What follows belongs to an exercise in optimizing a design on an open flow for small area; a production flow would make more cautious choices. In this exercise RTL edits were held to simulation tests only and were not proved equivalent to the original.

## flow/design.v (module list and top-level ports; edited modules follow where they fit)
// module Adder: 38 lines
// module CLA16B: 31 lines
// module CLA16B1x16S: 8 lines
// module CLA16B2x8S: 10 lines
// module CLA16B4x4S: 12 lines
// module StandAdder: 12 lines
// module mul8x8comb: 92 lines
// module avr_mul: 117 lines
// module alu_avr: 147 lines
// module bit_processor: 89 lines
// module io_adr_dec: 55 lines
// module io_reg_file: 150 lines
// module reg_file: 148 lines
// module pm_fetch_dec: 1276 lines
// module avr_core: 391 lines
// module avr_cpu: 65 lines
module avr_cpu (
    input  wire        clk,
    input  wire        rst_n,
    output wire [15:0] pc,
    input  wire [15:0] inst,
    output wire [5:0]  adr,
    output wire        iore,
    output wire        iowe,
    output wire [15:0] ramadr,
    output wire        ramre,
    output wire        ramwe,
    input  wire        cpuwait,
    input  wire [7:0]  dbusin,
    output wire [7:0]  dbusout,
    input  wire [22:0] irqlines,
    output wire        irqack,
    output wire [4:0]  irqackad,
    output wire        sleepi,
    output wire        irqok,
    output wire        globint,
    output wire        wdri,
    output wire [15:0] spm_out,
    output wire        spm_inst,
    input  wire        spm_wait,
    output wire        valid_instr,
    output wire        change_flow
);
  // ...
==> flow/run.sh <==
#!/bin/bash
# synth_recipe.tcl (not shown) runs the flow's synth.tcl, then flattens the netlist and writes it again
# the make line also repeats each setting of config.mk as NAME=value (left out here)
make -C /OpenROAD-flow-scripts/flow DESIGN_CONFIG=/design/flow/config.mk WORK_HOME=/design/flow/orfs CLKGATE_MAP_FILE= SYNTH_SCRIPT=/design/flow/synth_recipe.tcl finish
==> flow/config.mk <==
export PLATFORM = sky130hd
export DESIGN_NAME = avr_cpu
export DESIGN_NICKNAME = avr_cpu
export VERILOG_FILES = /design/flow/design.v
export SDC_FILE = /design/flow/constraint.sdc
export NUM_CORES = 4
export LEC_CHECK = 0
export ABC_AREA = 1
export CAP_MARGIN = 20
export CORE_MARGIN = 2
export CORE_UTILIZATION = 35
export SLEW_MARGIN = 20
==> flow/constraint.sdc <==
create_clock -name core_clock -period 12.0 [get_ports {clk}]
set_input_delay 2.4000 -clock core_clock [delete_from_list [all_inputs] [get_ports {clk}]]
set_output_delay 2.4000 -clock core_clock [all_outputs]
set_load 0.01 [all_outputs]
==> impl_metrics.json, run 1 <==
{
  "run_status": "finished clean",
  "tns_ns": 0,
  "synth_fp_nets": 7101,
  "signal_buffers": 324,
  "top_register": "core.GPRF_Inst.gprf_current_vect",
  "setup_ws_ns": 0.620,
  "cts_setup_buffers": 0,
  "diodes": 10,
  "worst-path-buf-inv": 3,
  "muxShareOfSynthArea_pct": 0.0700,
  "ys_types": 83,
  "clock_path_buffers": 3,
  "yosysTopAreaCellShare_pct": 27.9,
  "largestClassByArea": "multi-input combinational cells",
  "grt_use_met1_pct": 63.2,
  "cp-startpoint": "core.pm_fetch_dec_Inst.sbiw_st_current$_DFF_PN0_",
  "met1Wirelength_microns": 128000,
  "slowest_stage": "o2111ai_1",
  "place_inst": 8601,
  "postLayoutCoreUtil_pct": 40.0,
  "overflow": 0
}
==> module StandAdder, before the edit <==
module StandAdder(A, B, CI, S, CO);
   parameter               AdderWidth = 16;
   input [AdderWidth-1:0]  A;
   input [AdderWidth-1:0]  B;
   input                   CI;
   output [AdderWidth-1:0] S;
   output                  CO;
   wire [AdderWidth-1+1:0] TmpRes;
   assign TmpRes = (({1'b0, A}) + ({1'b0, B})) + CI;
   assign S = TmpRes[AdderWidth-1:0];
   assign CO = TmpRes[AdderWidth-1+1];
endmodule
==> module avr_mul, before the edit <==
module avr_mul(ireset, cp2, cp2en, fmul, muls, mulsu, rd_in, rr_in, mr_out, mc_out, mz_out);
   parameter     use_rst = 1;
   input         ireset;
   input         cp2;
   input         cp2en;
   input         fmul;		 
   input         muls;		 
   input         mulsu;		 
   input [7:0]   rd_in;
   input [7:0]   rr_in;
   output [15:0] mr_out;
   output        mc_out;		 
   output        mz_out;
   wire [15:0]   mr_out_tmp;
   wire [15:0]   p_sum_out;
   wire [15:0]   p_carry_out;
   wire [15:0]   p_carry_out_sh;
   reg [15:0]    adder_a_in;
   reg [15:0]    adder_b_in;
   wire [15:0]   adder_out;
   wire          gnd;
   reg           rr_zero_fl;
   reg           rd_zero_fl;
   assign gnd = 1'b0;
   mul8x8comb mul8x8comb_inst(.rd_in(rd_in), .rr_in(rr_in), .p_sum_out(p_sum_out), .p_carry_out(p_carry_out), .muls(muls), .mulsu(mulsu));
   assign p_carry_out_sh = {p_carry_out[15 - 1:0], 1'b0};
   generate
      if (use_rst == 0)
      begin : reset_is_not_used
         always @(posedge cp2)
         begin: partial_sum_carry_rg
            begin
               if (cp2en == 1'b1)		 
               begin
                  adder_a_in <= p_sum_out;
                  adder_b_in <= p_carry_out_sh;
               end
            end
         end
      end
   endgenerate
   generate
      if (use_rst == 1)
      begin : reset_is_used
         always @(negedge ireset or posedge cp2)
         begin: partial_sum_carry_rg
            if (ireset == 1'b0)		 
            begin
               adder_a_in <= {16{1'b0}};
               adder_b_in <= {16{1'b0}};
            end
            else 		 
            begin
               if (cp2en == 1'b1)		 
               begin
                  adder_a_in <= p_sum_out;
                  adder_b_in <= p_carry_out_sh;
               end
            end
         end
      end
   endgenerate
   Adder #(.AdderType(1)) Adder_Inst(.A(adder_a_in), .B(adder_b_in), .CI(gnd), .S(adder_out), .CO());
   assign mr_out_tmp = ((fmul == 1'b0)) ? adder_out : 		 
                       {adder_out[15 - 1:0], 1'b0};		 
   assign mc_out = adder_out[15];
   assign mz_out = rr_zero_fl | rd_zero_fl;
   assign mr_out = mr_out_tmp;
   generate
      if (use_rst == 1)
      begin : impl_rst
         always @(posedge cp2 or negedge ireset)
         begin: zero_det_seq
            if (ireset == 1'b0)		 
            begin
               rr_zero_fl <= 1'b0;
               rd_zero_fl <= 1'b0;
            end
            else 		 
            begin
               if (cp2en == 1'b1)		 
               begin
                  if (rr_in == 8'h00)
                     rr_zero_fl <= 1'b1;
                  else
                     rr_zero_fl <= 1'b0;
                  if (rd_in == 8'h00)
                     rd_zero_fl <= 1'b1;
                  else
                     rd_zero_fl <= 1'b0;
               end
            end
            end  
         end  
      endgenerate
      generate
         if (use_rst == 0)
         begin : impl_no_rst
            always @(posedge cp2)
            begin: zero_det_seq
               begin
                  if (cp2en == 1'b1)		 
                  begin
                     if (rr_in == 8'h00)
                        rr_zero_fl <= 1'b1;
                     else
                        rr_zero_fl <= 1'b0;
                     if (rd_in == 8'h00)
                        rd_zero_fl <= 1'b1;
                     else
                        rd_zero_fl <= 1'b0;
                  end
               end
               end  
            end  
         endgenerate
endmodule
==> run 2: changes to the inputs <==
--- a/flow/design.v
+++ b/flow/design.v
@@ -105,13 +105,20 @@
 `timescale 1 ns / 1 ns
-module StandAdder(A, B, CI, S, CO);
-   parameter               AdderWidth = 16;
-   input [AdderWidth-1:0]  A;
-   input [AdderWidth-1:0]  B;
-   input                   CI;
-   output [AdderWidth-1:0] S;
-   output                  CO;
-   wire [AdderWidth-1+1:0] TmpRes;
-   assign TmpRes = (({1'b0, A}) + ({1'b0, B})) + CI;
-   assign S = TmpRes[AdderWidth-1:0];
-   assign CO = TmpRes[AdderWidth-1+1];
+module StandAdder #(parameter AdderWidth = 16) (
+   input  wire [AdderWidth-1:0] A,
+   input  wire [AdderWidth-1:0] B,
+   input  wire                  CI,
+   output wire [AdderWidth-1:0] S,
+   output wire                  CO
+);
+   wire [AdderWidth:0] c;
+   assign c[0] = CI;
+   genvar i;
+   generate
+      for (i = 0; i < AdderWidth; i = i + 1)
+      begin : fa
+         assign S[i]   = A[i] ^ B[i] ^ c[i];
+         assign c[i+1] = (A[i] & B[i]) | (c[i] & (A[i] ^ B[i]));
+      end
+   endgenerate
+   assign CO = c[AdderWidth];
 endmodule
@@ -211,118 +218,239 @@
 `timescale 1 ns / 1 ns
-module avr_mul(ireset, cp2, cp2en, fmul, muls, mulsu, rd_in, rr_in, mr_out, mc_out, mz_out);
-   parameter     use_rst = 1;
-   input         ireset;
-   input         cp2;
-   input         cp2en;
-   input         fmul;		 
-   input         muls;		 
-   input         mulsu;		 
-   input [7:0]   rd_in;
-   input [7:0]   rr_in;
-   output [15:0] mr_out;
-   output        mc_out;		 
-   output        mz_out;
-   wire [15:0]   mr_out_tmp;
-   wire [15:0]   p_sum_out;
-   wire [15:0]   p_carry_out;
-   wire [15:0]   p_carry_out_sh;
-   reg [15:0]    adder_a_in;
-   reg [15:0]    adder_b_in;
-   wire [15:0]   adder_out;
-   wire          gnd;
-   reg           rr_zero_fl;
-   reg           rd_zero_fl;
-   assign gnd = 1'b0;
-   mul8x8comb mul8x8comb_inst(.rd_in(rd_in), .rr_in(rr_in), .p_sum_out(p_sum_out), .p_carry_out(p_carry_out), .muls(muls), .mulsu(mulsu));
-   assign p_carry_out_sh = {p_carry_out[15 - 1:0], 1'b0};
-   generate
-      if (use_rst == 0)
-      begin : reset_is_not_used
-         always @(posedge cp2)
-         begin: partial_sum_carry_rg
-            begin
-               if (cp2en == 1'b1)		 
-               begin
-                  adder_a_in <= p_sum_out;
-                  adder_b_in <= p_carry_out_sh;
-               end
-            end
-         end
-      end
-   endgenerate
-   generate
-      if (use_rst == 1)
-      begin : reset_is_used
-         always @(negedge ireset or posedge cp2)
-         begin: partial_sum_carry_rg
-            if (ireset == 1'b0)		 
-            begin
-               adder_a_in <= {16{1'b0}};
-               adder_b_in <= {16{1'b0}};
-            end
-            else 		 
-            begin
-               if (cp2en == 1'b1)		 
-               begin
-                  adder_a_in <= p_sum_out;
-                  adder_b_in <= p_carry_out_sh;
-               end
-            end
-         end
-      end
-   endgenerate
-   Adder #(.AdderType(1)) Adder_Inst(.A(adder_a_in), .B(adder_b_in), .CI(gnd), .S(adder_out), .CO());
-   assign mr_out_tmp = ((fmul == 1'b0)) ? adder_out : 		 
-                       {adder_out[15 - 1:0], 1'b0};		 
-   assign mc_out = adder_out[15];
-   assign mz_out = rr_zero_fl | rd_zero_fl;
-   assign mr_out = mr_out_tmp;
-   generate
-      if (use_rst == 1)
-      begin : impl_rst
-         always @(posedge cp2 or negedge ireset)
-         begin: zero_det_seq
-            if (ireset == 1'b0)		 
-            begin
-               rr_zero_fl <= 1'b0;
-               rd_zero_fl <= 1'b0;
-            end
-            else 		 
-            begin
-               if (cp2en == 1'b1)		 
-               begin
-                  if (rr_in == 8'h00)
-                     rr_zero_fl <= 1'b1;
-                  else
-                     rr_zero_fl <= 1'b0;
-                  if (rd_in == 8'h00)
-                     rd_zero_fl <= 1'b1;
-                  else
-                     rd_zero_fl <= 1'b0;
-               end
-            end
-            end  
-         end  
-      endgenerate
-      generate
-         if (use_rst == 0)
-         begin : impl_no_rst
-            always @(posedge cp2)
-            begin: zero_det_seq
-               begin
-                  if (cp2en == 1'b1)		 
-                  begin
-                     if (rr_in == 8'h00)
-                        rr_zero_fl <= 1'b1;
-                     else
-                        rr_zero_fl <= 1'b0;
-                     if (rd_in == 8'h00)
-                        rd_zero_fl <= 1'b1;
-                     else
-                        rd_zero_fl <= 1'b0;
-                  end
-               end
-               end  
-            end  
-         endgenerate
+module avr_mul(
+   input  wire        fmul,      
+   input  wire        muls,      
+   input  wire        mulsu,     
+   input  wire [7:0]  rd_in,
+   input  wire [7:0]  rr_in,
+   output wire [15:0] mr_out,
+   output wire        mc_out,    
+   output wire        mz_out     
+);
+   wire sa = rd_in[7] & (muls | mulsu);
+   wire sb = rr_in[7] & muls;
+   wire w0 = (rd_in[0] & rr_in[0]);
+   wire w1 = (rd_in[0] & rr_in[1]);
+   wire w2 = (rd_in[1] & rr_in[0]);
+   wire w3 = (rd_in[0] & rr_in[2]);
+   wire w4 = (rd_in[1] & rr_in[1]);
+   wire w5 = (rd_in[2] & rr_in[0]);
+   wire w6 = (rd_in[0] & rr_in[3]);
+   wire w7 = (rd_in[1] & rr_in[2]);
+   wire w8 = (rd_in[2] & rr_in[1]);
+   wire w9 = (rd_in[3] & rr_in[0]);
+   wire w10 = (rd_in[0] & rr_in[4]);
+   wire w11 = (rd_in[1] & rr_in[3]);
+   wire w12 = (rd_in[2] & rr_in[2]);
+   wire w13 = (rd_in[3] & rr_in[1]);
+   wire w14 = (rd_in[4] & rr_in[0]);
+   wire w15 = (rd_in[0] & rr_in[5]);
+   wire w16 = (rd_in[1] & rr_in[4]);
+   wire w17 = (rd_in[2] & rr_in[3]);
+   wire w18 = (rd_in[3] & rr_in[2]);
+   wire w19 = (rd_in[4] & rr_in[1]);
+   wire w20 = (rd_in[5] & rr_in[0]);
+   wire w21 = (rd_in[0] & rr_in[6]);
+   wire w22 = (rd_in[1] & rr_in[5]);
+   wire w23 = (rd_in[2] & rr_in[4]);
+   wire w24 = (rd_in[3] & rr_in[3]);
+   wire w25 = (rd_in[4] & rr_in[2]);
+   wire w26 = (rd_in[5] & rr_in[1]);
+   wire w27 = (rd_in[6] & rr_in[0]);
+   wire w28 = (rd_in[0] & rr_in[7]);
+   wire w29 = (rd_in[1] & rr_in[6]);
+   wire w30 = (rd_in[2] & rr_in[5]);
+   wire w31 = (rd_in[3] & rr_in[4]);
+   wire w32 = (rd_in[4] & rr_in[3]);
+   wire w33 = (rd_in[5] & rr_in[2]);
+   wire w34 = (rd_in[6] & rr_in[1]);
+   wire w35 = (rd_in[7] & rr_in[0]);
+   wire w36 = (rd_in[1] & rr_in[7]);
+   wire w37 = (rd_in[2] & rr_in[6]);
+   wire w38 = (rd_in[3] & rr_in[5]);
+   wire w39 = (rd_in[4] & rr_in[4]);
+   wire w40 = (rd_in[5] & rr_in[3]);
+   wire w41 = (rd_in[6] & rr_in[2]);
+   wire w42 = (rd_in[7] & rr_in[1]);
+   wire w43 = ~(sa & rr_in[0]);
+   wire w44 = ~(sb & rd_in[0]);
+   wire w45 = (rd_in[2] & rr_in[7]);
+   wire w46 = (rd_in[3] & rr_in[6]);
+   wire w47 = (rd_in[4] & rr_in[5]);
+   wire w48 = (rd_in[5] & rr_in[4]);
+   wire w49 = (rd_in[6] & rr_in[3]);
+   wire w50 = (rd_in[7] & rr_in[2]);
+   wire w51 = ~(sa & rr_in[1]);
+   wire w52 = ~(sb & rd_in[1]);
+   wire w53 = 1'b1;
+   wire w54 = (rd_in[3] & rr_in[7]);
+   wire w55 = (rd_in[4] & rr_in[6]);
+   wire w56 = (rd_in[5] & rr_in[5]);
+   wire w57 = (rd_in[6] & rr_in[4]);
+   wire w58 = (rd_in[7] & rr_in[3]);
+   wire w59 = ~(sa & rr_in[2]);
+   wire w60 = ~(sb & rd_in[2]);
+   wire w61 = (rd_in[4] & rr_in[7]);
+   wire w62 = (rd_in[5] & rr_in[6]);
+   wire w63 = (rd_in[6] & rr_in[5]);
+   wire w64 = (rd_in[7] & rr_in[4]);
+   wire w65 = ~(sa & rr_in[3]);
+   wire w66 = ~(sb & rd_in[3]);
+   wire w67 = (rd_in[5] & rr_in[7]);
+   wire w68 = (rd_in[6] & rr_in[6]);
+   wire w69 = (rd_in[7] & rr_in[5]);
+   wire w70 = ~(sa & rr_in[4]);
+   wire w71 = ~(sb & rd_in[4]);
+   wire w72 = (rd_in[6] & rr_in[7]);
+   wire w73 = (rd_in[7] & rr_in[6]);
+   wire w74 = ~(sa & rr_in[5]);
+   wire w75 = ~(sb & rd_in[5]);
+   wire w76 = (rd_in[7] & rr_in[7]);
+   wire w77 = ~(sa & rr_in[6]);
+   wire w78 = ~(sb & rd_in[6]);
+   wire w79 = ~(sa & rr_in[7]);
+   wire w80 = ~(sb & rd_in[7]);
+   wire w81 = w3 ^ w4 ^ w5;
+   wire w82 = (w3 & w4) | (w5 & (w3 ^ w4));
+   wire w83 = w6 ^ w7 ^ w8;
+   wire w84 = (w6 & w7) | (w8 & (w6 ^ w7));
+   wire w85 = w9 ^ w82 ^ w83;
+   wire w86 = (w9 & w82) | (w83 & (w9 ^ w82));
+   wire w87 = w10 ^ w11 ^ w12;
+   wire w88 = (w10 & w11) | (w12 & (w10 ^ w11));
+   wire w89 = w13 ^ w14 ^ w84;
+   wire w90 = (w13 & w14) | (w84 & (w13 ^ w14));
+   wire w91 = w86 ^ w87 ^ w89;
+   wire w92 = (w86 & w87) | (w89 & (w86 ^ w87));
+   wire w93 = w15 ^ w16 ^ w17;
+   wire w94 = (w15 & w16) | (w17 & (w15 ^ w16));
+   wire w95 = w18 ^ w19 ^ w20;
+   wire w96 = (w18 & w19) | (w20 & (w18 ^ w19));
+   wire w97 = w88 ^ w90 ^ w92;
+   wire w98 = (w88 & w90) | (w92 & (w88 ^ w90));
+   wire w99 = w93 ^ w95 ^ w97;
+   wire w100 = (w93 & w95) | (w97 & (w93 ^ w95));
+   wire w101 = w21 ^ w22 ^ w23;
+   wire w102 = (w21 & w22) | (w23 & (w21 ^ w22));
+   wire w103 = w24 ^ w25 ^ w26;
+   wire w104 = (w24 & w25) | (w26 & (w24 ^ w25));
+   wire w105 = w27 ^ w94 ^ w96;
+   wire w106 = (w27 & w94) | (w96 & (w27 ^ w94));
+   wire w107 = w98 ^ w100 ^ w101;
+   wire w108 = (w98 & w100) | (w101 & (w98 ^ w100));
+   wire w109 = w103 ^ w105 ^ w107;
+   wire w110 = (w103 & w105) | (w107 & (w103 ^ w105));
+   wire w111 = w28 ^ w29 ^ w30;
+   wire w112 = (w28 & w29) | (w30 & (w28 ^ w29));
+   wire w113 = w31 ^ w32 ^ w33;
+   wire w114 = (w31 & w32) | (w33 & (w31 ^ w32));
+   wire w115 = w34 ^ w35 ^ w102;
+   wire w116 = (w34 & w35) | (w102 & (w34 ^ w35));
+   wire w117 = w104 ^ w106 ^ w108;
+   wire w118 = (w104 & w106) | (w108 & (w104 ^ w106));
+   wire w119 = w110 ^ w111 ^ w113;
+   wire w120 = (w110 & w111) | (w113 & (w110 ^ w111));
+   wire w121 = w115 ^ w117 ^ w119;
+   wire w122 = (w115 & w117) | (w119 & (w115 ^ w117));
+   wire w123 = w36 ^ w37 ^ w38;
+   wire w124 = (w36 & w37) | (w38 & (w36 ^ w37));
+   wire w125 = w39 ^ w40 ^ w41;
+   wire w126 = (w39 & w40) | (w41 & (w39 ^ w40));
+   wire w127 = w42 ^ w43 ^ w44;
+   wire w128 = (w42 & w43) | (w44 & (w42 ^ w43));
+   wire w129 = w112 ^ w114 ^ w116;
+   wire w130 = (w112 & w114) | (w116 & (w112 ^ w114));
+   wire w131 = w118 ^ w120 ^ w122;
+   wire w132 = (w118 & w120) | (w122 & (w118 ^ w120));
+   wire w133 = w123 ^ w125 ^ w127;
+   wire w134 = (w123 & w125) | (w127 & (w123 ^ w125));
+   wire w135 = w129 ^ w131 ^ w133;
+   wire w136 = (w129 & w131) | (w133 & (w129 ^ w131));
+   wire w137 = w45 ^ w46 ^ w47;
+   wire w138 = (w45 & w46) | (w47 & (w45 ^ w46));
+   wire w139 = w48 ^ w49 ^ w50;
+   wire w140 = (w48 & w49) | (w50 & (w48 ^ w49));
+   wire w141 = w51 ^ w52 ^ w53;
+   wire w142 = (w51 & w52) | (w53 & (w51 ^ w52));
+   wire w143 = w124 ^ w126 ^ w128;
+   wire w144 = (w124 & w126) | (w128 & (w124 ^ w126));
+   wire w145 = w130 ^ w132 ^ w134;
+   wire w146 = (w130 & w132) | (w134 & (w130 ^ w132));
+   wire w147 = w136 ^ w137 ^ w139;
+   wire w148 = (w136 & w137) | (w139 & (w136 ^ w137));
+   wire w149 = w141 ^ w143 ^ w145;
+   wire w150 = (w141 & w143) | (w145 & (w141 ^ w143));
+   wire w151 = w54 ^ w55 ^ w56;
+   wire w152 = (w54 & w55) | (w56 & (w54 ^ w55));
+   wire w153 = w57 ^ w58 ^ w59;
+   wire w154 = (w57 & w58) | (w59 & (w57 ^ w58));
+   wire w155 = w60 ^ w138 ^ w140;
+   wire w156 = (w60 & w138) | (w140 & (w60 ^ w138));
+   wire w157 = w142 ^ w144 ^ w146;
+   wire w158 = (w142 & w144) | (w146 & (w142 ^ w144));
+   wire w159 = w148 ^ w150 ^ w151;
+   wire w160 = (w148 & w150) | (w151 & (w148 ^ w150));
+   wire w161 = w153 ^ w155 ^ w157;
+   wire w162 = (w153 & w155) | (w157 & (w153 ^ w155));
+   wire w163 = w61 ^ w62 ^ w63;
+   wire w164 = (w61 & w62) | (w63 & (w61 ^ w62));
+   wire w165 = w64 ^ w65 ^ w66;
+   wire w166 = (w64 & w65) | (w66 & (w64 ^ w65));
+   wire w167 = w152 ^ w154 ^ w156;
+   wire w168 = (w152 & w154) | (w156 & (w152 ^ w154));
+   wire w169 = w158 ^ w160 ^ w162;
+   wire w170 = (w158 & w160) | (w162 & (w158 ^ w160));
+   wire w171 = w163 ^ w165 ^ w167;
+   wire w172 = (w163 & w165) | (w167 & (w163 ^ w165));
+   wire w173 = w67 ^ w68 ^ w69;
+   wire w174 = (w67 & w68) | (w69 & (w67 ^ w68));
+   wire w175 = w70 ^ w71 ^ w164;
+   wire w176 = (w70 & w71) | (w164 & (w70 ^ w71));
+   wire w177 = w166 ^ w168 ^ w170;
+   wire w178 = (w166 & w168) | (w170 & (w166 ^ w168));
+   wire w179 = w172 ^ w173 ^ w175;
+   wire w180 = (w172 & w173) | (w175 & (w172 ^ w173));
+   wire w181 = w72 ^ w73 ^ w74;
+   wire w182 = (w72 & w73) | (w74 & (w72 ^ w73));
+   wire w183 = w75 ^ w174 ^ w176;
+   wire w184 = (w75 & w174) | (w176 & (w75 ^ w174));
+   wire w185 = w178 ^ w180 ^ w181;
+   wire w186 = (w178 & w180) | (w181 & (w178 ^ w180));
+   wire w187 = w76 ^ w77 ^ w78;
+   wire w188 = (w76 & w77) | (w78 & (w76 ^ w77));
+   wire w189 = w182 ^ w184 ^ w186;
+   wire w190 = (w182 & w184) | (w186 & (w182 ^ w184));
+   wire w191 = w79 ^ w80 ^ w188;
+   wire w192 = w1 ^ w2;
+   wire w193 = w1 & w2;
+   wire w194 = w81 ^ w193;
+   wire w195 = w81 & w193;
+   wire w196 = w85 ^ w195;
+   wire w197 = w85 & w195;
+   wire w198 = w91 ^ w197;
+   wire w199 = w91 & w197;
+   wire w200 = w99 ^ w199;
+   wire w201 = w99 & w199;
+   wire w202 = w109 ^ w201;
+   wire w203 = w109 & w201;
+   wire w204 = w121 ^ w203;
+   wire w205 = w121 & w203;
+   wire w206 = w135 ^ w205;
+   wire w207 = w135 & w205;
+   wire w208 = w147 ^ w149 ^ w207;
+   wire w209 = (w147 & w149) | (w207 & (w147 ^ w149));
+   wire w210 = w159 ^ w161 ^ w209;
+   wire w211 = (w159 & w161) | (w209 & (w159 ^ w161));
+   wire w212 = w169 ^ w171 ^ w211;
+   wire w213 = (w169 & w171) | (w211 & (w169 ^ w171));
+   wire w214 = w177 ^ w179 ^ w213;
+   wire w215 = (w177 & w179) | (w213 & (w177 ^ w179));
+   wire w216 = w183 ^ w185 ^ w215;
+   wire w217 = (w183 & w185) | (w215 & (w183 ^ w185));
+   wire w218 = w187 ^ w189 ^ w217;
+   wire w219 = (w187 & w189) | (w217 & (w187 ^ w189));
+   wire w220 = w190 ^ w191 ^ w219;
+   wire [15:0] p = {w220, w218, w216, w214, w212, w210, w208, w206, w204, w202, w200, w198, w196, w194, w192, w0};
+   assign mr_out = fmul ? {p[14:0], 1'b0} : p;
+   assign mc_out = p[15];
+   assign mz_out = ~(|rd_in) | ~(|rr_in);
 endmodule
@@ -637,2 +765,3 @@
 		   sp_en, 
+		   sp_res, 
 		   rampz_out, 
@@ -669,3 +798,3 @@
    reg [eind_width-1:0]  eind_next;
-   wire [15:0]           sp_res;
+   output [15:0]         sp_res;
 parameter P_SPL_Address   = 6'h3D;  
@@ -675,4 +804,3 @@
 parameter P_EIND_Address  = 6'h3C;  
-   assign sp_res = (!sp_ndown_up) ? (({sph_current, spl_current}) - 16'd1) :    
-                                    (({sph_current, spl_current}) + 16'd1);     
+   StandAdder #(.AdderWidth(16)) sp_adder(.A({sph_current, spl_current}), .B({{15{~sp_ndown_up}}, 1'b1}), .CI(1'b0), .S(sp_res), .CO());
    always @(cp2en or adr or iowe or dbusout or sreg_fl_in or sreg_fl_wr_en or sp_res or sp_en or spl_current or sph_current or 
@@ -775,148 +903,66 @@
 module reg_file(
-                cp2, 
-		cp2en, 
-		ireset, 
-		reg_rd_in, 
-		reg_rd_out, 
-		reg_rd_adr, 
-		reg_rr_out, 
-		reg_rr_adr, 
-		reg_rd_wr, 
-		post_inc, 
-		pre_dec, 
-		reg_h_wr, 
-		reg_h_out, 
-		reg_h_adr, 
-		reg_z_out, 
-		w_op, 
-		reg_rd_hb_in, 
-		reg_rr_hb_out, 
-		spm_out
-		);
-   parameter     use_rst = 1;  
-   input         cp2;
-   input         cp2en;
-   input         ireset;
-   input [7:0]   reg_rd_in;
-   output [7:0]  reg_rd_out;
-   input [4:0]   reg_rd_adr;
-   output [7:0]  reg_rr_out;
-   input [4:0]   reg_rr_adr;
-   input         reg_rd_wr;
-   input         post_inc;		 
-   input         pre_dec;		 
-   input         reg_h_wr;
-   output [15:0] reg_h_out;
-   input [2:0]   reg_h_adr;		 
-   output [15:0] reg_z_out;		 
-   input         w_op;
-   input [7:0]   reg_rd_hb_in;
-   output [7:0]  reg_rr_hb_out;
-   output [15:0] spm_out;
-   reg [7:0]     gprf_current[0:31];
-   reg [7:0]     gprf_next[0:31];
-   wire [15:0]   reg_h_in;
-   wire [15:0]   sg_adr16_postinc;
-   wire [15:0]   sg_adr16_predec;
-   reg [15:0]    sg_tmp_h_data;
-   localparam LP_GPRF_VECT_LEN = 8*32;
-   reg [LP_GPRF_VECT_LEN-1:0]     gprf_current_vect;
-   reg [LP_GPRF_VECT_LEN-1:0]     gprf_next_vect;   
-   always@*
-   begin : vec_array_cnv
-   integer i;
-   integer j;
-   reg[7:0] tmp_rg_v2a;
-   reg[7:0] tmp_rg_a2v;
-    for(i = 0;i < 32;i = i + 1) begin
-     tmp_rg_a2v = gprf_next[i];
-     for(j = 0;j < 8;j = j + 1) begin
-      gprf_next_vect[i*8+j] = tmp_rg_a2v[j];
-      tmp_rg_v2a[j] = gprf_current_vect[i*8+j];
-     end
-      gprf_current[i] = tmp_rg_v2a; 
-    end
-   end  
+                input  wire        cp2,
+                input  wire        ireset,
+                input  wire [7:0]  reg_rd_in,
+                output wire [7:0]  reg_rd_out,
+                input  wire [4:0]  reg_rd_adr,      
+                input  wire [4:0]  reg_wr_adr,      
+                output wire [7:0]  reg_rr_out,
+                input  wire [4:0]  reg_rr_adr,
+                input  wire        reg_rd_wr,
+                input  wire        post_inc,
+                input  wire        pre_dec,
+                input  wire        reg_h_wr,
+                output wire [15:0] reg_h_out,
+                input  wire [2:0]  reg_h_adr,       
+                input  wire [15:0] reg_h_addend,    
+                output wire [15:0] reg_h_sum,       
+                output wire [15:0] reg_z_out,
+                input  wire        w_op,            
+                input  wire [7:0]  reg_rd_hb_in,
+                output wire [7:0]  reg_rr_hb_out,   
+                output wire [15:0] spm_out
+                );
+   wire [255:0] gv;                    
+   wire [15:0] x_reg = gv[26*8 +: 16];
+   wire [15:0] y_reg = gv[28*8 +: 16];
+   wire [15:0] z_reg = gv[30*8 +: 16];
+   wire [15:0] h_data = (x_reg & {16{reg_h_adr[0]}}) |
+                        (y_reg & {16{reg_h_adr[1]}}) |
+                        (z_reg & {16{reg_h_adr[2]}});
+   wire [15:0] reg_h_in;
+   StandAdder #(.AdderWidth(16)) h_adder(.A(h_data), .B(reg_h_addend), .CI(1'b0), .S(reg_h_in), .CO());
+   assign reg_h_sum = reg_h_in;
+   assign reg_h_out = pre_dec ? reg_h_in : h_data;
+   wire [15:0] rr_pair = gv[reg_rr_adr[4:1]*16 +: 16];
+   assign reg_rr_out    = reg_rr_adr[0] ? rr_pair[15:8] : rr_pair[7:0];
+   assign reg_rr_hb_out = rr_pair[15:8];
+   assign reg_rd_out = gv[reg_rd_adr*8 +: 8];
+   assign reg_z_out = z_reg;
+   assign spm_out   = gv[15:0];
+   wire h_wr = ~reg_rd_wr & reg_h_wr;
+   wire [7:0] odd_data = w_op ? reg_rd_hb_in : reg_rd_in;
+   genvar i;
    generate
-    if (!use_rst)
-     begin : impl_no_rst
-      always @(posedge cp2)
-      begin: gprf_seq
-            gprf_current_vect <= gprf_next_vect;   
-         end  
-      end  
-      else  
-      begin : impl_rst
+      for (i = 0; i < 32; i = i + 1)
+      begin : regs
+         wire       hsel = (i == 26 || i == 27) ? reg_h_adr[0] :
+                           (i == 28 || i == 29) ? reg_h_adr[1] :
+                           (i == 30 || i == 31) ? reg_h_adr[2] : 1'b0;
+         wire       rd_sel  = (i % 2 == 1) ? (reg_rd_wr & (reg_wr_adr[4:1] == (i / 2)) & (reg_wr_adr[0] | w_op)) :
+                                             (reg_rd_wr & (reg_wr_adr == i));
+         wire [7:0] rd_data = (i % 2 == 1) ? odd_data : reg_rd_in;
+         wire       h_sel   = h_wr & hsel;
+         wire [7:0] h_byte  = (i % 2 == 1) ? reg_h_in[15:8] : reg_h_in[7:0];
+         reg  [7:0] q;
          always @(posedge cp2 or negedge ireset)
-         begin: gprf_seq
             if (!ireset)
-             gprf_current_vect <= {LP_GPRF_VECT_LEN{1'b0}};   
-            else 
-             gprf_current_vect <= gprf_next_vect;   
-            end  
-         end  
-    endgenerate
-         assign sg_adr16_postinc = sg_tmp_h_data + 1;		 
-         assign sg_adr16_predec  = sg_tmp_h_data - 1;		 
-         assign reg_h_out = ((pre_dec)) ? sg_adr16_predec : 		 
-                            sg_tmp_h_data;		 
-         assign reg_h_in = ((post_inc)) ? sg_adr16_postinc : 		 
-                           sg_adr16_predec;		 
-         always @(*)
-         begin: hi_regs_mux_comb
-            sg_tmp_h_data = {16{1'b0}};
-            case (reg_h_adr)
-               3'b001 :		 
-                  sg_tmp_h_data = {gprf_current[27], gprf_current[26]};
-               3'b010 :		 
-                  sg_tmp_h_data = {gprf_current[29], gprf_current[28]};
-               3'b100 :		 
-                  sg_tmp_h_data = {gprf_current[31], gprf_current[30]};
-               default :
-                  sg_tmp_h_data = {16{1'b0}};
-            endcase
-            end  
-            always @(*)
-            begin: gprf_comb
-               integer       i;
-               for(i = 0; i < 32; i = i + 1) gprf_next[i] = gprf_current[i];		 
-               if (cp2en)		 
-               begin
-                  if (reg_rd_wr)		 
-                  begin
-                     for (i = 0; i < 32; i = i + 1)
-                        if ( reg_rd_adr == i[4:0])
-                           gprf_next[i] = reg_rd_in;
-                     if (w_op)		 
-                        for (i = 0; i < 32; i = i + 1)
-                         if ((reg_rd_adr[4:0] + 5'd1) == i[4:0])    
-                              gprf_next[i] = reg_rd_hb_in;
-                  end
-                  else if (reg_h_wr)		 
-                     case (reg_h_adr)
-                        3'b001 :		 
-                           begin
-                              gprf_next[26] = reg_h_in[7:0];
-                              gprf_next[27] = reg_h_in[15:8];
-                           end
-                        3'b010 :		 
-                           begin
-                              gprf_next[28] = reg_h_in[7:0];
-                              gprf_next[29] = reg_h_in[15:8];
-                           end
-                        3'b100 :		 
-                           begin
-                              gprf_next[30] = reg_h_in[7:0];
-                              gprf_next[31] = reg_h_in[15:8];
-                           end
-                        default : ;  
-                     endcase
-               end
-               end   
-               assign reg_rd_out = gprf_current[reg_rd_adr];
-               assign reg_rr_out = gprf_current[reg_rr_adr];
-               assign reg_z_out = {gprf_current[31], gprf_current[30]};
-	       wire[4:0] reg_rr_hb_idx = (reg_rr_adr + 1);  
-               assign reg_rr_hb_out = gprf_current[reg_rr_hb_idx];		 
-               assign spm_out = {gprf_current[1], gprf_current[0]};
+               q <= 8'h00;
+            else if (rd_sel)
+               q <= rd_data;
+            else if (h_sel)
+               q <= h_byte;
+         assign gv[i*8 +: 8] = q;
+      end
+   endgenerate
 endmodule  
@@ -986,2 +1032,3 @@
 		    reg_rd_adr, 
+		    reg_wr_adr, 
 		    reg_rr_out, 
@@ -994,2 +1041,5 @@
 		    reg_h_adr, 
+		    reg_h_addend, 
+		    reg_h_sum, 
+		    sp_res, 
 		    reg_z_out, 
@@ -1098,2 +1148,3 @@
    output [4:0]           reg_rd_adr;
+   output [4:0]           reg_wr_adr;
    input [7:0]            reg_rr_out;
@@ -1106,2 +1157,5 @@
    output [2:0]           reg_h_adr;		 
+   output [15:0]          reg_h_addend;	 
+   input  [15:0]          reg_h_sum;		 
+   input  [15:0]          sp_res;		 
    input [15:0]           reg_z_out;		 
@@ -1147,3 +1201,3 @@
    wire                   ramadr_reg_en;		 
-   reg                    irqack_int_current;
+   wire                    irqack_int_current;
    reg [4:0]              irqackad_int_current;
@@ -1154,3 +1208,3 @@
    wire [4:0]             adiw_sbiw_encoder_out;
-   reg [4:0]              adiw_sbiw_encoder_mux_out_current;
+   wire [4:0]             adiw_sbiw_encoder_mux_out_current;
    reg [15:0]             program_counter_tmp_current;		 
@@ -1158,3 +1212,3 @@
    wire [15:0]            program_counter_in;
-   reg [7:0]              program_counter_high_fr_current;		 
+   wire [7:0]             program_counter_high_fr_current;		 
    reg [7:0]              pc_low_current;
@@ -1170,3 +1224,3 @@
    wire                   irq_start;
-   reg                    nirq_st0_current;
+   wire                    nirq_st0_current;
    reg                    irq_st1_current;
@@ -1174,3 +1228,3 @@
    reg                    irq_st3_current;
-   reg                    ncall_st0_current;
+   wire                    ncall_st0_current;
    reg                    call_st1_current;
@@ -1178,14 +1232,14 @@
    reg                    call_st3_current;
-   reg                    nrcall_st0_current;
+   wire                    nrcall_st0_current;
    reg                    rcall_st1_current;
    reg                    rcall_st2_current;
-   reg                    nicall_st0_current;
+   wire                    nicall_st0_current;
    reg                    icall_st1_current;
    reg                    icall_st2_current;
-   reg                    njmp_st0_current;
+   wire                    njmp_st0_current;
    reg                    jmp_st1_current;
    reg                    jmp_st2_current;
-   reg                    ijmp_st_current;
+   wire                    ijmp_st_current;
    reg                    rjmp_st_current;
-   reg                    nret_st0_current;
+   wire                    nret_st0_current;
    reg                    ret_st1_current;
@@ -1193,3 +1247,3 @@
    reg                    ret_st3_current;
-   reg                    nreti_st0_current;
+   wire                    nreti_st0_current;
    reg                    reti_st1_current;
@@ -1197,6 +1251,6 @@
    reg                    reti_st3_current;
-   reg                    brxx_st_current;		 
+   wire                    brxx_st_current;		 
    reg                    adiw_st_current;
    reg                    sbiw_st_current;
-   reg                    nskip_inst_st0_current;
+   wire                    nskip_inst_st0_current;
    reg                    skip_inst_st1_current;
@@ -1204,7 +1258,7 @@
    wire                   skip_inst_start;
-   reg                    nlpm_st0_current;
+   wire                    nlpm_st0_current;
    reg                    lpm_st1_current;
    reg                    lpm_st2_current;
-   reg                    sts_st_current;
-   reg                    lds_st_current;
+   wire                    sts_st_current;
+   wire                    lds_st_current;
    reg                    st_st_current;
@@ -1228,3 +1282,3 @@
    reg[15:0]              irq_vector_adr;
-   reg [15:0]             pc_for_interrupt_current;
+   wire [15:0]            pc_for_interrupt_current;		 
    wire [7:0]             dex_dat8_immed;		 
@@ -1327,3 +1381,3 @@
    wire                   idc_fmulsu;
-   reg                    nlpm_e_st0_current;
+   wire                    nlpm_e_st0_current;
    reg                    lpm_e_st1_current;
@@ -1334,4 +1388,4 @@
    reg                    xmulx_st_current;		 
-   reg                    fmulx_st_current;		 
-   reg                    nspm_st0_current;
+   reg [1:0]              prev_ir_hi_current;		 
+   wire                    nspm_st0_current;
    reg                    spm_st1_current;
@@ -1349,2 +1403,21 @@
    wire sreg_i_wr_en  ;  
+   assign nirq_st0_current = irq_st1_current | irq_st2_current | irq_st3_current;
+   assign nreti_st0_current = reti_st1_current | reti_st2_current | reti_st3_current;
+   assign nret_st0_current = ret_st1_current | ret_st2_current | ret_st3_current;
+   assign ncall_st0_current = call_st1_current | call_st2_current | call_st3_current;
+   assign nicall_st0_current = icall_st1_current | icall_st2_current;
+   assign nrcall_st0_current = rcall_st1_current | rcall_st2_current;
+   assign njmp_st0_current = jmp_st1_current | jmp_st2_current;
+   assign nspm_st0_current = spm_st1_current | spm_st2_current;
+   assign nlpm_e_st0_current = lpm_e_st1_current | lpm_e_st2_current;
+   assign nlpm_st0_current = lpm_st1_current | lpm_st2_current;
+   assign nskip_inst_st0_current = skip_inst_st1_current | skip_inst_st2_current;
+   assign program_counter_high_fr_current = program_counter_tmp_current[15:8];
+   assign pc_for_interrupt_current        = program_counter_tmp_current;
+   assign adiw_sbiw_encoder_mux_out_current = {2'b11, cbi_sbi_io_adr_tmp_current[2:1], 1'b1};
+   assign lds_st_current = 1'b0;
+   assign sts_st_current = 1'b0;
+   assign ijmp_st_current = 1'b0;
+   assign brxx_st_current = 1'b0;
+   assign irqack_int_current = irq_st1_current;
    assign sreg_fl_wr_en[0] = sreg_c_wr_en;
@@ -1540,6 +1613,8 @@
    assign ramadr_reg_in = ((idc_rcall | (rcall_st1_current & (~cpuwait)) | idc_icall | (icall_st1_current & (~cpuwait)) | call_st1_current | (call_st2_current & (~cpuwait)) | irq_st1_current | (irq_st2_current & (~cpuwait)) | idc_push) == 1'b1) ? {sph_out, spl_out} :  
-                          ((idc_ret | (ret_st1_current & (~cpuwait)) | idc_reti | (reti_st1_current & (~cpuwait)) | idc_pop) == 1'b1) ? ({sph_out, spl_out}) + 16'd1 : 		 
+                          ((idc_ret | (ret_st1_current & (~cpuwait)) | idc_reti | (reti_st1_current & (~cpuwait)) | idc_pop) == 1'b1) ? sp_res : 		 
                           ((idc_lds | idc_sts) == 1'b1) ? inst : 		 
                           ((idc_ld_x | idc_ld_y | idc_ld_z | idc_st_x | idc_st_y | idc_st_z) == 1'b1) ? reg_h_out : 		 
-                          (reg_h_out + ({9'b000000000, dex_adr_disp}));		 
+                          reg_h_sum;		 
+   assign reg_h_addend = (idc_ldd_y | idc_ldd_z | idc_std_y | idc_std_z) ? {10'b0000000000, dex_adr_disp} :
+                         post_inc ? 16'h0001 : 16'hFFFF;
    assign ramadr = ramadr_int_current;
@@ -1547,3 +1622,3 @@
    assign reg_rd_wr = idc_in | alu_reg_wr | idc_bld | (pop_st_current | ld_st_current | lds_st_current) | ((st_st_current | sts_st_current) & reg_file_adr_space_current) | lpm_st2_current | idc_ldi | idc_mov | lpm_e_st2_current | idc_movw | (mul_st_current | muls_st_current | xmulx_st_current);		 
-   assign reg_rd_adr = ((idc_subi | idc_sbci | idc_andi | idc_ori | idc_cpi | idc_ldi | idc_muls) == 1'b1) ? {1'b1, dex_adrreg_d[3:0]} : 		 
+   assign reg_wr_adr = ((idc_subi | idc_sbci | idc_andi | idc_ori | idc_cpi | idc_ldi | idc_muls) == 1'b1) ? {1'b1, dex_adrreg_d[3:0]} : 		 
                        ((lpm_st2_current == 1'b1 | mul_st_current == 1'b1 | muls_st_current == 1'b1 | xmulx_st_current == 1'b1)) ? 5'b00000 : 		 
@@ -1556,3 +1631,14 @@
                        dex_adrreg_d;
-   assign reg_rr_adr = (((ld_st_current | lds_st_current) & reg_file_adr_space_current) == 1'b1) ? ramadr_int_current[4:0] : 		 
+   wire [9:0]  mul_ir = {prev_ir_hi_current, cbi_sbi_io_adr_tmp_current, cbi_sbi_bit_num_tmp_current};
+   wire        mul_any_st = mul_st_current | muls_st_current | xmulx_st_current;
+   wire [4:0]  mul_rd_adr = mul_st_current  ? mul_ir[8:4] :
+                            muls_st_current ? {1'b1, mul_ir[7:4]} :
+                                              {2'b10, mul_ir[6:4]};
+   wire [4:0]  mul_rr_adr = mul_st_current  ? {mul_ir[9], mul_ir[3:0]} :
+                            muls_st_current ? {1'b1, mul_ir[3:0]} :
+                                              {2'b10, mul_ir[2:0]};
+   assign reg_rd_adr = mul_any_st ? mul_rd_adr : reg_wr_adr;
+   wire [4:0] reg_rr_adr_int;
+   assign reg_rr_adr = mul_any_st ? mul_rr_adr : reg_rr_adr_int;
+   assign reg_rr_adr_int = (((ld_st_current | lds_st_current) & reg_file_adr_space_current) == 1'b1) ? ramadr_int_current[4:0] : 		 
                        (((st_st_current | sts_st_current) & reg_file_adr_space_current) == 1'b1) ? dex_adrreg_d_latched_current : 		 
@@ -1596,4 +1682,8 @@
       assign program_counter = {pc_high_current, pc_low_current};
-      assign program_counter_in = (((idc_brbc | idc_brbs) & bit_test_op_out) == 1'b1) ? program_counter + offset_brbx : 		 
-                                  ((idc_rjmp | idc_rcall) == 1'b1) ? program_counter + offset_rxx : 		 
+      wire        pc_brbx  = (idc_brbc | idc_brbs) & bit_test_op_out;
+      wire [15:0] pc_addend = pc_brbx ? offset_brbx : ((idc_rjmp | idc_rcall) == 1'b1) ? offset_rxx : 16'd1;
+      wire [15:0] pc_sum;
+      StandAdder #(.AdderWidth(16)) pc_adder(.A(program_counter), .B(pc_addend), .CI(1'b0), .S(pc_sum), .CO());
+      assign program_counter_in = (pc_brbx == 1'b1) ? pc_sum : 		 
+                                  ((idc_rjmp | idc_rcall) == 1'b1) ? pc_sum : 		 
                                   ((idc_ijmp | idc_icall) == 1'b1) ? reg_z_out : 		 
@@ -1605,3 +1695,3 @@
                                   ((lpm_st1_current | lpm_e_st1_current | (spm_st1_current & (~spm_wait))) == 1'b1) ? program_counter_tmp_current : 		 
-                                  program_counter + 16'd1;		 
+                                  pc_sum;		 
       assign pc_low_en = (~(idc_ld_x | idc_ld_y | idc_ld_z | idc_ldd_y | idc_ldd_z | idc_st_x | idc_st_y | idc_st_z | idc_std_y | idc_std_z | ((sts_st_current | lds_st_current) & cpuwait) | idc_adiw | idc_sbiw | idc_push | idc_pop | idc_cbi | idc_sbi | rcall_st1_current | icall_st1_current | call_st2_current | irq_st2_current | cpuwait | ret_st1_current | reti_st1_current | (idc_mul | idc_muls | idc_mulsu | idc_fmul | idc_fmuls | idc_fmulsu) | (spm_st1_current & spm_wait)));		 
@@ -1710,5 +1800,5 @@
          assign valid_instr = (~(adiw_st_current | sbiw_st_current | cbi_st_current | sbi_st_current | rjmp_st_current | ijmp_st_current | pop_st_current | push_st_current | brxx_st_current | ld_st_current | st_st_current | ncall_st0_current | nirq_st0_current | nret_st0_current | nreti_st0_current | nlpm_st0_current | njmp_st0_current | nrcall_st0_current | nicall_st0_current | sts_st_current | lds_st_current | nskip_inst_st0_current | nlpm_e_st0_current | (mul_st_current | muls_st_current | xmulx_st_current) | nspm_st0_current));		 
-         assign fmul = fmulx_st_current;		 
-         assign muls = idc_muls | idc_fmuls;		 
-         assign mulsu = idc_mulsu | idc_fmulsu;		 
+         assign fmul  = xmulx_st_current & (mul_ir[7] | mul_ir[3]);		 
+         assign muls  = muls_st_current | (xmulx_st_current & mul_ir[7] & ~mul_ir[3]);		 
+         assign mulsu = xmulx_st_current & ~(mul_ir[7] ^ mul_ir[3]);		 
          assign spm_inst = idc_spm;
@@ -1743,3 +1833,2 @@
 reg	  xmulx_st_next;	      
-reg	  fmulx_st_next;	      
 reg	  nspm_st0_next;
@@ -1792,3 +1881,2 @@
    dex_adrreg_d_latched_current      <= {5{1'b0}};
-   adiw_sbiw_encoder_mux_out_current <= {5{1'b0}};
    ramadr_int_current                <= {16{1'b0}};
@@ -1799,3 +1887,2 @@
    gp_reg_tmp_current                <= {8{1'b0}};
-   program_counter_high_fr_current   <= {8{1'b0}};
    program_counter_tmp_current       <= {16{1'b0}};
@@ -1803,4 +1890,2 @@
    pc_high_current                   <= {8{1'b0}};
-   pc_for_interrupt_current          <= {16{1'b0}};
-   nskip_inst_st0_current            <= 1'b0;
    skip_inst_st1_current             <= 1'b0;
@@ -1809,6 +1894,4 @@
    sbiw_st_current                   <= 1'b0;
-   nlpm_st0_current                  <= 1'b0;
    lpm_st1_current                   <= 1'b0;
    lpm_st2_current                   <= 1'b0;
-   nlpm_e_st0_current                <= 1'b0;
    lpm_e_st1_current                 <= 1'b0;
@@ -1819,18 +1902,11 @@
    xmulx_st_current                  <= 1'b0;
-   fmulx_st_current                  <= 1'b0;
-   nspm_st0_current                  <= 1'b0;
+   prev_ir_hi_current                <= 2'b00;
    spm_st1_current                   <= 1'b0;
    spm_st2_current                   <= 1'b0;
-   lds_st_current                    <= 1'b0;
-   sts_st_current                    <= 1'b0; 
-   njmp_st0_current      	     <= 1'b0;
    jmp_st1_current  	             <= 1'b0;
    jmp_st2_current  	             <= 1'b0;
-   nrcall_st0_current                <= 1'b0;
    rcall_st1_current                 <= 1'b0;
    rcall_st2_current                 <= 1'b0;
-   nicall_st0_current                <= 1'b0;
    icall_st1_current                 <= 1'b0;
    icall_st2_current                 <= 1'b0;
-   ncall_st0_current                 <= 1'b0;
    call_st1_current                  <= 1'b0;
@@ -1838,3 +1914,2 @@
    call_st3_current                  <= 1'b0;
-   nret_st0_current                  <= 1'b0;
    ret_st1_current                   <= 1'b0;
@@ -1842,3 +1917,2 @@
    ret_st3_current                   <= 1'b0;
-   nreti_st0_current                 <= 1'b0;
    reti_st1_current                  <= 1'b0;
@@ -1846,3 +1920,2 @@
    reti_st3_current                  <= 1'b0;
-   nirq_st0_current                  <= 1'b0;
    irq_st1_current                   <= 1'b0;
@@ -1850,9 +1923,6 @@
    irq_st3_current                   <= 1'b0;
-   irqack_int_current	             <= 1'b0;
    irqackad_int_current              <= {5{1'b0}};
    rjmp_st_current	             <= 1'b0;
-   ijmp_st_current	             <= 1'b0;
    push_st_current	             <= 1'b0;
    pop_st_current	             <= 1'b0;
-   brxx_st_current	             <= 1'b0;
    ld_st_current	             <= 1'b0;
@@ -1867,3 +1937,2 @@
    dex_adrreg_d_latched_current      <= dex_adrreg_d_latched_next;
-   adiw_sbiw_encoder_mux_out_current <= adiw_sbiw_encoder_mux_out_next;
    ramadr_int_current                <= ramadr_int_next;
@@ -1874,3 +1943,2 @@
    gp_reg_tmp_current                <= gp_reg_tmp_next;
-   program_counter_high_fr_current   <= program_counter_high_fr_next;
    program_counter_tmp_current       <= program_counter_tmp_next;
@@ -1878,4 +1946,2 @@
    pc_high_current                   <= pc_high_next;
-   pc_for_interrupt_current          <= pc_for_interrupt_next;
-   nskip_inst_st0_current	     <= nskip_inst_st0_next;
    skip_inst_st1_current	     <= skip_inst_st1_next;
@@ -1884,6 +1950,4 @@
    sbiw_st_current		     <= sbiw_st_next;
-   nlpm_st0_current                  <= nlpm_st0_next;
    lpm_st1_current                   <= lpm_st1_next;
    lpm_st2_current                   <= lpm_st2_next;
-   nlpm_e_st0_current		     <= nlpm_e_st0_next;
    lpm_e_st1_current		     <= lpm_e_st1_next;
@@ -1894,18 +1958,11 @@
    xmulx_st_current		     <= xmulx_st_next;
-   fmulx_st_current		     <= fmulx_st_next;
-   nspm_st0_current		     <= nspm_st0_next;
+   prev_ir_hi_current		     <= instruction_reg_current[9:8];
    spm_st1_current 		     <= spm_st1_next;
    spm_st2_current 		     <= spm_st2_next;
-   lds_st_current  		     <= lds_st_next;
-   sts_st_current  		     <= sts_st_next;
-   njmp_st0_current		     <= njmp_st0_next;
    jmp_st1_current 		     <= jmp_st1_next;
    jmp_st2_current 		     <= jmp_st2_next; 
-   nrcall_st0_current                <= nrcall_st0_next;
    rcall_st1_current                 <= rcall_st1_next;
    rcall_st2_current                 <= rcall_st2_next;
-   nicall_st0_current                <= nicall_st0_next;
    icall_st1_current                 <= icall_st1_next;
    icall_st2_current                 <= icall_st2_next;
-   ncall_st0_current                 <= ncall_st0_next;
    call_st1_current                  <= call_st1_next;
@@ -1913,3 +1970,2 @@
    call_st3_current                  <= call_st3_next;
-   nret_st0_current                  <= nret_st0_next;
    ret_st1_current                   <= ret_st1_next;
@@ -1917,3 +1973,2 @@
    ret_st3_current                   <= ret_st3_next;
-   nreti_st0_current                 <= nreti_st0_next;
    reti_st1_current                  <= reti_st1_next;
@@ -1921,3 +1976,2 @@
    reti_st3_current                  <= reti_st3_next;
-   nirq_st0_current                  <= nirq_st0_next;
    irq_st1_current                   <= irq_st1_next;
@@ -1925,9 +1979,6 @@
    irq_st3_current                   <= irq_st3_next;
-   irqack_int_current	             <= irqack_int_next;
    irqackad_int_current              <= irqackad_int_next;
    rjmp_st_current	             <= rjmp_st_next;
-   ijmp_st_current	             <= ijmp_st_next;
    push_st_current	             <= push_st_next;
    pop_st_current	             <= pop_st_next;
-   brxx_st_current	             <= brxx_st_next;
    ld_st_current	             <= ld_st_next;
@@ -1943,4 +1994,3 @@
    instruction_reg_next           = instruction_reg_current;
-   dex_adrreg_d_latched_next      = dex_adrreg_d_latched_current;
-   adiw_sbiw_encoder_mux_out_next = adiw_sbiw_encoder_mux_out_current; 
+   dex_adrreg_d_latched_next      = dex_adrreg_d_latched_current; 
    ramadr_int_next                = ramadr_int_current;
@@ -1950,4 +2000,3 @@
    ramwe_int_next                 = ramwe_int_current;
-   gp_reg_tmp_next                = gp_reg_tmp_current;
-   program_counter_high_fr_next   = program_counter_high_fr_current; 
+   gp_reg_tmp_next                = gp_reg_tmp_current; 
    program_counter_tmp_next       = program_counter_tmp_current; 
@@ -1955,3 +2004,2 @@
    pc_high_next 		  = pc_high_current;
-   pc_for_interrupt_next          = pc_for_interrupt_current;
    nskip_inst_st0_next            = nskip_inst_st0_current; 
@@ -1971,3 +2019,2 @@
    xmulx_st_next                  = xmulx_st_current;	
-   fmulx_st_next                  = fmulx_st_current;
    nspm_st0_next                  = nspm_st0_current; 
@@ -1975,4 +2022,2 @@
    spm_st2_next                   = spm_st2_current;  
-   lds_st_next                    = lds_st_current;
-   sts_st_next                    = sts_st_current;  
    njmp_st0_next                  = njmp_st0_current;
@@ -2002,9 +2047,6 @@
    irq_st3_next                   = irq_st3_current;	
-   irqack_int_next	          =  irqack_int_current;	     
    irqackad_int_next	          =  irqackad_int_current;       
-   rjmp_st_next 	          =  rjmp_st_current;	    
-   ijmp_st_next 	          =  ijmp_st_current;	    
+   rjmp_st_next 	          =  rjmp_st_current;	    	    
    push_st_next 	          =  push_st_current;	    
-   pop_st_next  	          =  pop_st_current;	    
-   brxx_st_next 	          =  brxx_st_current;	    
+   pop_st_next  	          =  pop_st_current;	    	    
    ld_st_next		          =  ld_st_current; 	    
@@ -2019,3 +2061,2 @@
     dex_adrreg_d_latched_next = dex_adrreg_d;
-   adiw_sbiw_encoder_mux_out_next = adiw_sbiw_encoder_out + 1; 
    if (ramadr_reg_en)
@@ -2060,5 +2101,3 @@
     gp_reg_tmp_next = reg_rd_out;
-   if ((idc_rcall || idc_icall || call_st1_current || irq_st1_current))
-    program_counter_high_fr_next = program_counter[15:8];	      
-   if ((idc_lpm || idc_elpm || idc_lpm_ext || idc_elpm_ext || idc_spm))	     
+   if ((idc_lpm || idc_elpm || idc_lpm_ext || idc_elpm_ext || idc_spm || idc_rcall || idc_icall || call_st1_current || irq_start))
     program_counter_tmp_next = program_counter;
@@ -2068,4 +2107,2 @@
       pc_high_next = program_counter_in[15:8];
-   if (irq_start)
-      pc_for_interrupt_next = program_counter;
    nskip_inst_st0_next = ((~nskip_inst_st0_current) & skip_inst_start) | (nskip_inst_st0_current & (~((skip_inst_st1_current & (~two_word_inst)) | skip_inst_st2_current)));
@@ -2122,10 +2159,2 @@
     endcase
-    case (fmulx_st_current)
-       1'b0 :
-    	  if (idc_fmul || idc_fmuls || idc_fmulsu)
-    	     fmulx_st_next = 1'b1;
-       1'b1 :
-    	  fmulx_st_next = 1'b0;
-       default : fmulx_st_next = 1'b0;
-    endcase
     case (nspm_st0_current)
@@ -2156,4 +2185,2 @@
     endcase
-    lds_st_next = ((~lds_st_current) & idc_lds) | (lds_st_current & cpuwait);
-    sts_st_next = ((~sts_st_current) & idc_sts) | (sts_st_current & cpuwait);
     njmp_st0_next = ((~njmp_st0_current) & idc_jmp) | (njmp_st0_current & (~jmp_st2_current));
@@ -2183,11 +2210,8 @@
     irq_st3_next = ((~irq_st3_current) & irq_st2_current & (~cpuwait)) | (irq_st3_current & cpuwait);
-    irqack_int_next = (~irqack_int_current) & irq_start;
     irqackad_int_next = irq_vector_adr[5:1];  
-    rjmp_st_next = idc_rjmp;	      
-    ijmp_st_next = idc_ijmp;
+    rjmp_st_next = idc_rjmp | idc_ijmp | ((idc_brbc | idc_brbs) & bit_test_op_out);
     push_st_next = ((~push_st_current) & idc_push) | (push_st_current & cpuwait);
     pop_st_next = ((~pop_st_current) & idc_pop) | (pop_st_current & cpuwait);
-    brxx_st_next = (~brxx_st_current) & (idc_brbc | idc_brbs) & bit_test_op_out;
-    ld_st_next = ((~ld_st_current) & (idc_ld_x | idc_ld_y | idc_ldd_y | idc_ld_z | idc_ldd_z)) | (ld_st_current & cpuwait);
-    st_st_next = ((~st_st_current) & (idc_st_x | idc_st_y | idc_std_y | idc_st_z | idc_std_z)) | (st_st_current & cpuwait);
+    ld_st_next = ((~ld_st_current) & (idc_ld_x | idc_ld_y | idc_ldd_y | idc_ld_z | idc_ldd_z | idc_lds)) | (ld_st_current & cpuwait);
+    st_st_next = ((~st_st_current) & (idc_st_x | idc_st_y | idc_std_y | idc_st_z | idc_std_z | idc_sts)) | (st_st_current & cpuwait);
     sbi_st_next = (~sbi_st_current) & idc_sbi;
@@ -2284,4 +2308,8 @@
    wire [4:0]             reg_rd_adr;
+   wire [4:0]             reg_wr_adr;
    wire [4:0]             reg_rr_adr;
    wire [15:0]            reg_h_out;
+   wire [15:0]            reg_h_addend;
+   wire [15:0]            reg_h_sum;
+   wire [15:0]            sp_res;
    wire [15:0]            reg_z_out;
@@ -2389,2 +2417,3 @@
 		    .reg_rd_adr      (reg_rd_adr), 
+		    .reg_wr_adr      (reg_wr_adr), 
 		    .reg_rr_out      (reg_rr_out), 
@@ -2397,2 +2426,5 @@
 		    .reg_h_adr       (reg_h_adr), 
+		    .reg_h_addend    (reg_h_addend), 
+		    .reg_h_sum       (reg_h_sum), 
+		    .sp_res          (sp_res), 
 		    .reg_z_out       (reg_z_out), 
@@ -2437,8 +2469,5 @@
 		    );		
-   reg_file #(
-              .use_rst        (use_rst)
-	      ) 
+   reg_file
      GPRF_Inst(
                .cp2           (cp2), 
-	       .cp2en         (cp2en), 
 	       .ireset        (ireset), 
@@ -2447,2 +2476,3 @@
 	       .reg_rd_adr    (reg_rd_adr), 
+	       .reg_wr_adr    (reg_wr_adr), 
 	       .reg_rr_out    (reg_rr_out), 
@@ -2455,2 +2485,4 @@
 	       .reg_h_adr     (reg_h_adr), 
+	       .reg_h_addend  (reg_h_addend), 
+	       .reg_h_sum     (reg_h_sum), 
 	       .reg_z_out     (reg_z_out), 
@@ -2519,2 +2551,3 @@
 	       .sp_en         (sp_en), 
+	       .sp_res        (sp_res), 
 	       .rampz_out     (rampz_out), 
@@ -2565,9 +2598,4 @@
       begin : mul_is_used
-         avr_mul #(
-	           .use_rst   (use_rst)
-		   ) 
+         avr_mul
          avr_mul_Inst(
-	              .ireset (ireset), 
-		      .cp2    (cp2), 
-		      .cp2en  (cp2en), 
 		      .fmul   (fmul), 
--- a/flow/config.mk
+++ b/flow/config.mk
@@ -7,3 +7,2 @@
 export LEC_CHECK = 0
-export ABC_AREA = 1
 export CAP_MARGIN = 20
==> run 2 against run 1 <==
Now fails the layout checks on setup timing. Clock-buffer cell count decreased by 25. Clock skew grew 0.020 ns. Core utilization grew 4.1 points. Critical path depth increased by 19. Fmax fell by 7.5%. Die area fell by 25%. Final cell count fell by 33%. Non-clock buffer count is 345 higher. Largest cell class unchanged.
==> impl_metrics.json, run 2 <==
{
  "setup.worst_path.end_class": "flip-flop",
  "synth_top_area_cell": "dfrtp_1",
  "num-nets-final": 4694,
  "grt_max_degree": 138,
  "die_area_sq_mm": 0.0981,
  "hp-class": "flip-flop to flip-flop",
  "ys_ff_latch": 431,
  "synthTopCellsByArea": "dfrtp_1, nand2_1, fa_1, mux2i_1, o21ai_0",
  "crit_path_start_kind": "flip-flop",
  "ys_top_cells_by_count": "nand2_1, dfrtp_1, nor2_1",
  "slowest_stage": "fa_1",
  "grt_pass1_wl_microns": 247000,
  "first_pass_iters": 9,
  "viasPerCell": 6.20,
  "worstMarginPinSlew_ns": 1.12,
  "initial_core_util_pct": 35.3,
  "worst-path-max-fanout": 8,
  "num_vias": 36020,
  "drv_cap": 0,
  "layout-drive-gt1-share_pct": 20.1,
  "ys_warn_count": 5,
  "holdWs_ns": 0.426,
  "drtIter0Drc": 5240,
  "synth_fp_nets": 4274,
  "syn_inst": 4082,
  "final_cell_mix": "nand2_1, buf_4, dfrtp_1, nor2_1, o21ai_0",
  "cts_sinks": 431,
  "ant_nets": 0,
  "port_buffers": 129,
  "numCtsBuffers": 53,
  "critPathKind": "flip-flop to flip-flop",
  "setup_ws_ns": -0.301,
  "hpwl_microns": 133000,
  "path_clk_slew_ns": 0.06,
  "largest_reg_flops": 256,
  "synth_edf_count": 0,
  "synth_flop_cell": "dfrtp_1",
  "die_y_microns": 313,
  "cp_common_cell": "fa_2",
  "drc": 0,
  "fin_crit_sh_pct": 103,
  "pin_count": 130,
  "clock_skew_ns": 0.0495,
  "clock_latency_ns": 0.67,
  "run_status": "complete, but fails checks",
  "synth.most_common_cell": "nand2_1",
  "setup_viol_count_final": 32,
  "wl_per_cell_microns": 29.9,
  "top_register": "core.GPRF_Inst.regs.q",
  "finalHoldViolCount": 0,
  "max_stage_delay_ns": 0.57,
  "wl_microns": 174000,
  "fin_crit_ns": 12.30,
  "clock_path_buffers": 3,
  "cts-root-buf": "clkbuf_16",
  "rsz0062_at_grt": "yes",
  "fp.dieW_microns": 313,
  "mappedNetlistArea_sq_mm": 0.0334,
  "worstPathArrival_ns": 12.82,
  "antenna_found_initial": 8,
  "ys_types": 114,
  "syn_avg_cell_area_sq_um": 8.19,
  "final_common_cell": "nand2_1",
  "gp_congestion": 1.05,
  "drv_slew": 0,
  "overflow": 0,
  "max_freq_mhz": 81.3,
  "grt_pass1_vias": 34109,
  "max-slew-margin-rel_pct": 24.7,
  "cts_tree": "done",
  "ys_async_sr_fraction_pct": 100,
  "num_rows": 113,
  "synth-seq-area-share_pct": 32.2,
  "grt_usage_pct": 34.4,
  "required_ns": 12.51,
  "core_area_sq_mm": 0.0949,
  "cts_htree_levels": 2,
  "area_growth_syn_to_layout_pct": 25.2,
  "yosysTopAreaCellShare_pct": 32.2,
  "violations": "setup timing"
}
## run 2: logic make-up (layout without fill, tap and decap cells)
| kind of cell | after synthesis | in the layout | synth area share [%] |
|---|---|---|---|
| adder cells (fa/ha/maj) | 143 | 143 | 7.62 |
| XOR/XNOR | 26 | 26 | 0.703 |
| multiplexers | 295 | 295 | 9.89 |
| buffers and inverters | 456 | 917 | 5.86 |
| AND/OR/NAND/NOR | 1595 | 1595 | 21.5 |
| other | 0 | 1 | 0 |
| flip-flops | 431 | 431 | 32.2 |
| AO/OA/AOI/OAI | 1136 | 1136 | 22.2 |
## run 2: path summary, 6_finish.rpt
path,start,endpoint,slack [ns],cells past startpoint
hold reg to reg,core.pm_fetch_dec_Inst.spm_st2_current$_DFF_PN0_,core.pm_fetch_dec_Inst.spm_st2_current$_DFF_PN0_,0.43,1
setup reg to reg,core.pm_fetch_dec_Inst.call_st2_current$_DFF_PN0_,core.GPRF_Inst.regs[3].q[7]$_DFFE_PN0P_,-0.30,46
hold / removal,core.pm_fetch_dec_Inst.spm_st2_current$_DFF_PN0_,core.pm_fetch_dec_Inst.spm_st2_current$_DFF_PN0_,0.43,1
setup / recovery,core.pm_fetch_dec_Inst.call_st2_current$_DFF_PN0_,core.GPRF_Inst.regs[3].q[7]$_DFFE_PN0P_,-0.30,46
max in group asynchronous,rst_n,core.pm_fetch_dec_Inst.gp_reg_tmp_current[4]$_DFFE_PN0P_,7.83,3
min in group asynchronous,rst_n,core.GPRF_Inst.regs[7].q[5]$_DFFE_PN0P_,1.82,1
## run 2: metal layers
layer	share of wire (%)	GRT usage [%]	wire length [microns]	vias to the layer above
li1	-	-	-	15512
met1	41	47.9	71500	17803
met2	43	51.3	73800	2226
met3	11	7.64	19200	475
met4	5.2	14.9	9090	4
met5	0.016	0	28	-
## run 2: per-stage QoR
stage	TNS (ns)	instance area, sq um	instances	util (%)	setup slack (ns)
CTS	-1.24	41500	5792	43.8	-0.110
global placement	-13.07	39100	5662	41.2	-0.533
floorplan	0	33500	4082	-	0.0600
detailed placement	-21.40	39100	5662	41.2	-0.714
finish	-5.67	41900	5809	44.1	-0.301
global route	-23.28	41900	5809	44.1	-0.706
## run 2: final cells by class
class	instances	area, sq um
Fill cell	9498	53000
Multi-Input combinational cell	3195	21300
Sequential cell	431	10800
Timing Repair Buffer	669	5820
Tap cell	1265	1580
Clock buffer	67	1470
Inverter	152	572
Clock inverter	29	374
Antenna cell	1	2.50
## run 2: worst max-delay path: cells and delay by family, from the launching register on
kind / cells / cell delay [ns]
xor+xnor: 2 / 0.34
mux: 2 / 0.43
flops: 1 / 0.41
fa+ha+maj: 18 / 7.01
simple gates: 6 / 1.48
buf+inv: 11 / 1.17
compound gates: 7 / 1.33
## run 2: repair_timing
action | 4_1_cts | 5_1_grt
endpoints found under the setup margin | 49 | 49
gates resized for setup | 66 | 59
pin swaps | 21 | 21
cloned | 3 | 1
buffers inserted | 32 | 16
hold buffers | 0 | 0

what the ideal ports hide:
The results above use ideal ports. As a check the final layouts listed here were re-extracted and re-timed, cells and wires unchanged.
Step 1 sets driving cells, clkbuf_16 on the clock port and buf_2 on the other inputs (assumed; they add their load-dependent delay and slew).
Step 2, shift: input delay + t, output delay - t, t = (earliest + latest rising clock arrival at the registers) / 2. This alone moves slack from input paths to output paths.
Slacks: ideal / step 1 / step 2; pairs: ideal / step 1.
run | t (ns) | setup WS [ns] | hold slack, ns | worst setup path at the end
run 1 | 0.776 | 0.620 / 0.534 / 1.310 | 0.410 / 0.410 / 0.410 | register to output
run 2 | 0.720 | -0.301 / -0.301 / -0.301 | 0.426 / 0.426 / 0.426 | register to register
